This design comes from an exercise in tuning for small area on the open sky130 flow, not from production work.
RTL that was checked went through simulation tests only; none was proved equivalent to the original.
Power and IR drop assume default switching activity.

==> flow/design.v (excerpt) <==
module p_1d(
	input clk, input rst,
	input [0:7] a_11, input [0:7] b_11,
	input [0:7] a_12, input [0:7] b_12,
	input [0:7] a_21, input [0:7] b_21,
	input [0:7] a_22, input [0:7] b_22,
	output [0:16] c_11,
	output [0:16] c_12,
	output [0:16] c_21,
	output [0:16] c_22
	);
Size in the first run: about 1400 cells after synthesis, ~68 flip-flops, roughly 130 I/O pins, ~14000 um2 of cells after synthesis.
export LEC_CHECK = 0
export CAP_MARGIN = 0
export CORE_MARGIN = 2
export CORE_UTILIZATION = 70
export CTS_BUF_LIST = sky130_fd_sc_hd__clkbuf_4 sky130_fd_sc_hd__clkbuf_8
export CTS_CLUSTER_DIAMETER = 100
export CTS_CLUSTER_SIZE = 30
export GPL_TIMING_DRIVEN = 0
export SLEW_MARGIN = 0
export SYNTH_HIERARCHICAL = 1
create_clock -name core_clock -period 7.0 [get_ports {clk}]
standard.sh (not shown) runs the stock make flow with config.mk's settings and CLKGATE_MAP_FILE= SYNTH_SCRIPT=/design/flow/synth_recipe.tcl, a recipe that flattens the netlist after the stock synthesis.
==> flow/flow/run.sh <==
#!/bin/bash
# Own layout flow: the standard flow (standard.sh, unchanged synthesis)
# with smaller port buffers, a leaner clock tree (no dummy loads), the ABC
# buffers left to the resizer, and the delay cells kept out of the resizer's
# choices. The make output goes to flow_standard.log; ORFS keeps each step's
# own log under orfs/logs/.
set -euo pipefail
# appended to the platform's own DONT_USE_CELLS list by its config.mk
export DONT_USE_CELLS="sky130_fd_sc_hd__clkdlybuf4s15_1 sky130_fd_sc_hd__clkdlybuf4s15_2 sky130_fd_sc_hd__clkdlybuf4s18_1 sky130_fd_sc_hd__clkdlybuf4s18_2 sky130_fd_sc_hd__clkdlybuf4s25_1 sky130_fd_sc_hd__clkdlybuf4s25_2 sky130_fd_sc_hd__clkdlybuf4s50_1 sky130_fd_sc_hd__clkdlybuf4s50_2 sky130_fd_sc_hd__dlygate4sd1_1 sky130_fd_sc_hd__dlygate4sd2_1 sky130_fd_sc_hd__dlygate4sd3_1 sky130_fd_sc_hd__dlymetal6s2s_1 sky130_fd_sc_hd__dlymetal6s4s_1 sky130_fd_sc_hd__dlymetal6s6s_1"
bash standard.sh \
  "BUFFER_PORTS_ARGS=-buffer_cell sky130_fd_sc_hd__buf_1" \
  "CTS_ARGS=-sink_clustering_enable -repair_clock_nets -sink_clustering_size 30 -sink_clustering_max_diameter 100 -buf_list {sky130_fd_sc_hd__clkbuf_4 sky130_fd_sc_hd__clkbuf_8} -dont_use_dummy_load" \
  REMOVE_ABC_BUFFERS=1 MATCH_CELL_FOOTPRINT=0 \
  finish > flow_standard.log 2>&1
Next try:
--- a/flow/design.v
+++ b/flow/design.v
@@ -175,46 +175,44 @@
 	assign g[8] = 1'b1;
 	assign p[8:1] = hp;
 	wire G1 = g[1] | (p[1] & g[0]);
 	wire P1 = p[1] & p[0];
 	wire G2 = g[3] | (p[3] & g[2]);
 	wire P2 = p[3] & p[2];
 	wire G3 = g[5] | (p[5] & g[4]);
 	wire P3 = p[5] & p[4];
 	wire G4 = g[7] | (p[7] & g[6]);
 	wire P4 = p[7] & p[6];
-	wire G5 = g[2] | (p[2] & G1);
-	wire P5 = p[2] & P1;
-	wire G6 = G2 | (P2 & G1);
-	wire P6 = P2 & P1;
-	wire G7 = g[6] | (p[6] & G3);
-	wire P7 = p[6] & P3;
-	wire G8 = G4 | (P4 & G3);
-	wire P8 = P4 & P3;
-	wire G9 = g[4] | (p[4] & G6);
-	wire P9 = p[4] & P6;
-	wire G10 = G3 | (P3 & G6);
-	wire P10 = P3 & P6;
-	wire G11 = G7 | (P7 & G6);
-	wire P11 = P7 & P6;
-	wire G12 = G8 | (P8 & G6);
-	wire P12 = P8 & P6;
-	wire G13 = g[8] | (p[8] & G12);
-	wire P13 = p[8] & P12;
+	wire G5 = G2 | (P2 & G1);
+	wire P5 = P2 & P1;
+	wire G6 = G4 | (P4 & G3);
+	wire P6 = P4 & P3;
+	wire G7 = G6 | (P6 & G5);
+	wire P7 = P6 & P5;
+	wire G8 = G3 | (P3 & G5);
+	wire P8 = P3 & P5;
+	wire G9 = g[2] | (p[2] & G1);
+	wire P9 = p[2] & P1;
+	wire G10 = g[4] | (p[4] & G5);
+	wire P10 = p[4] & P5;
+	wire G11 = g[6] | (p[6] & G8);
+	wire P11 = p[6] & P8;
+	wire G12 = g[8] | (p[8] & G7);
+	wire P12 = p[8] & P7;
 	assign s[0] = hp[0] ^ g[0];
 	assign s[1] = hp[1] ^ G1;
-	assign s[2] = hp[2] ^ G5;
-	assign s[3] = hp[3] ^ G6;
-	assign s[4] = hp[4] ^ G9;
-	assign s[5] = hp[5] ^ G10;
+	assign s[2] = hp[2] ^ G9;
+	assign s[3] = hp[3] ^ G5;
+	assign s[4] = hp[4] ^ G10;
+	assign s[5] = hp[5] ^ G8;
 	assign s[6] = hp[6] ^ G11;
-	assign s[7] = hp[7] ^ G12;
+	assign s[7] = hp[7] ^ G7;
 endmodule
 module p_1d(
 	input clk, input rst,
 	input [0:7] a_11, input [0:7] b_11,
 	input [0:7] a_12, input [0:7] b_12,
 	input [0:7] a_21, input [0:7] b_21,
 	input [0:7] a_22, input [0:7] b_22,
 	output [0:16] c_11,
 	output [0:16] c_12,
 	output [0:16] c_21,
=>
- cell area falls by 0.82%
- via count falls by 1.1%
- power falls by 4.8%
- routed wire length falls by 1.6%
- first-iteration DRC count rises by 3.9%
- die area falls by 0.94%
- setup slack improved by 0.015 ns
The RTL of the first run of this note was laid out without a check of its function.

-- separate check: timing with driven ports --
How much do the figures lean on ideal ports? The routed layouts below were timed once more, with nothing changed but the port constraints.
Step 1: set_driving_cell puts a clkbuf_16 on clk and a buf_2 on each other input, an assumption about the parent block.
Step 2 moves the port delays by t, midway between the first and last clock arrival at a register: inputs arrive t later, outputs are due t later. That takes back most of the time a late clock gives input paths.
Three values: ideal, step 1, step 2; two values: the first two.
run | t (ns) | slack for setup (ns) | hold WS [ns] | worst setup path at the end
the first run | 0.406 | 0.200 / 0.214 / -0.193 | 1.492 / 1.477 / 1.795 | input to register
the second run | 0.418 | 0.215 / 0.234 / -0.185 | 1.473 / 1.451 / 1.791 | input to register
With both steps, setup timing fails in the first run and the second run, where it was met with ideal ports. The setup slack of the second run, which loses most, moves by +0.019 ns with the drivers and by -0.400 ns with both steps.
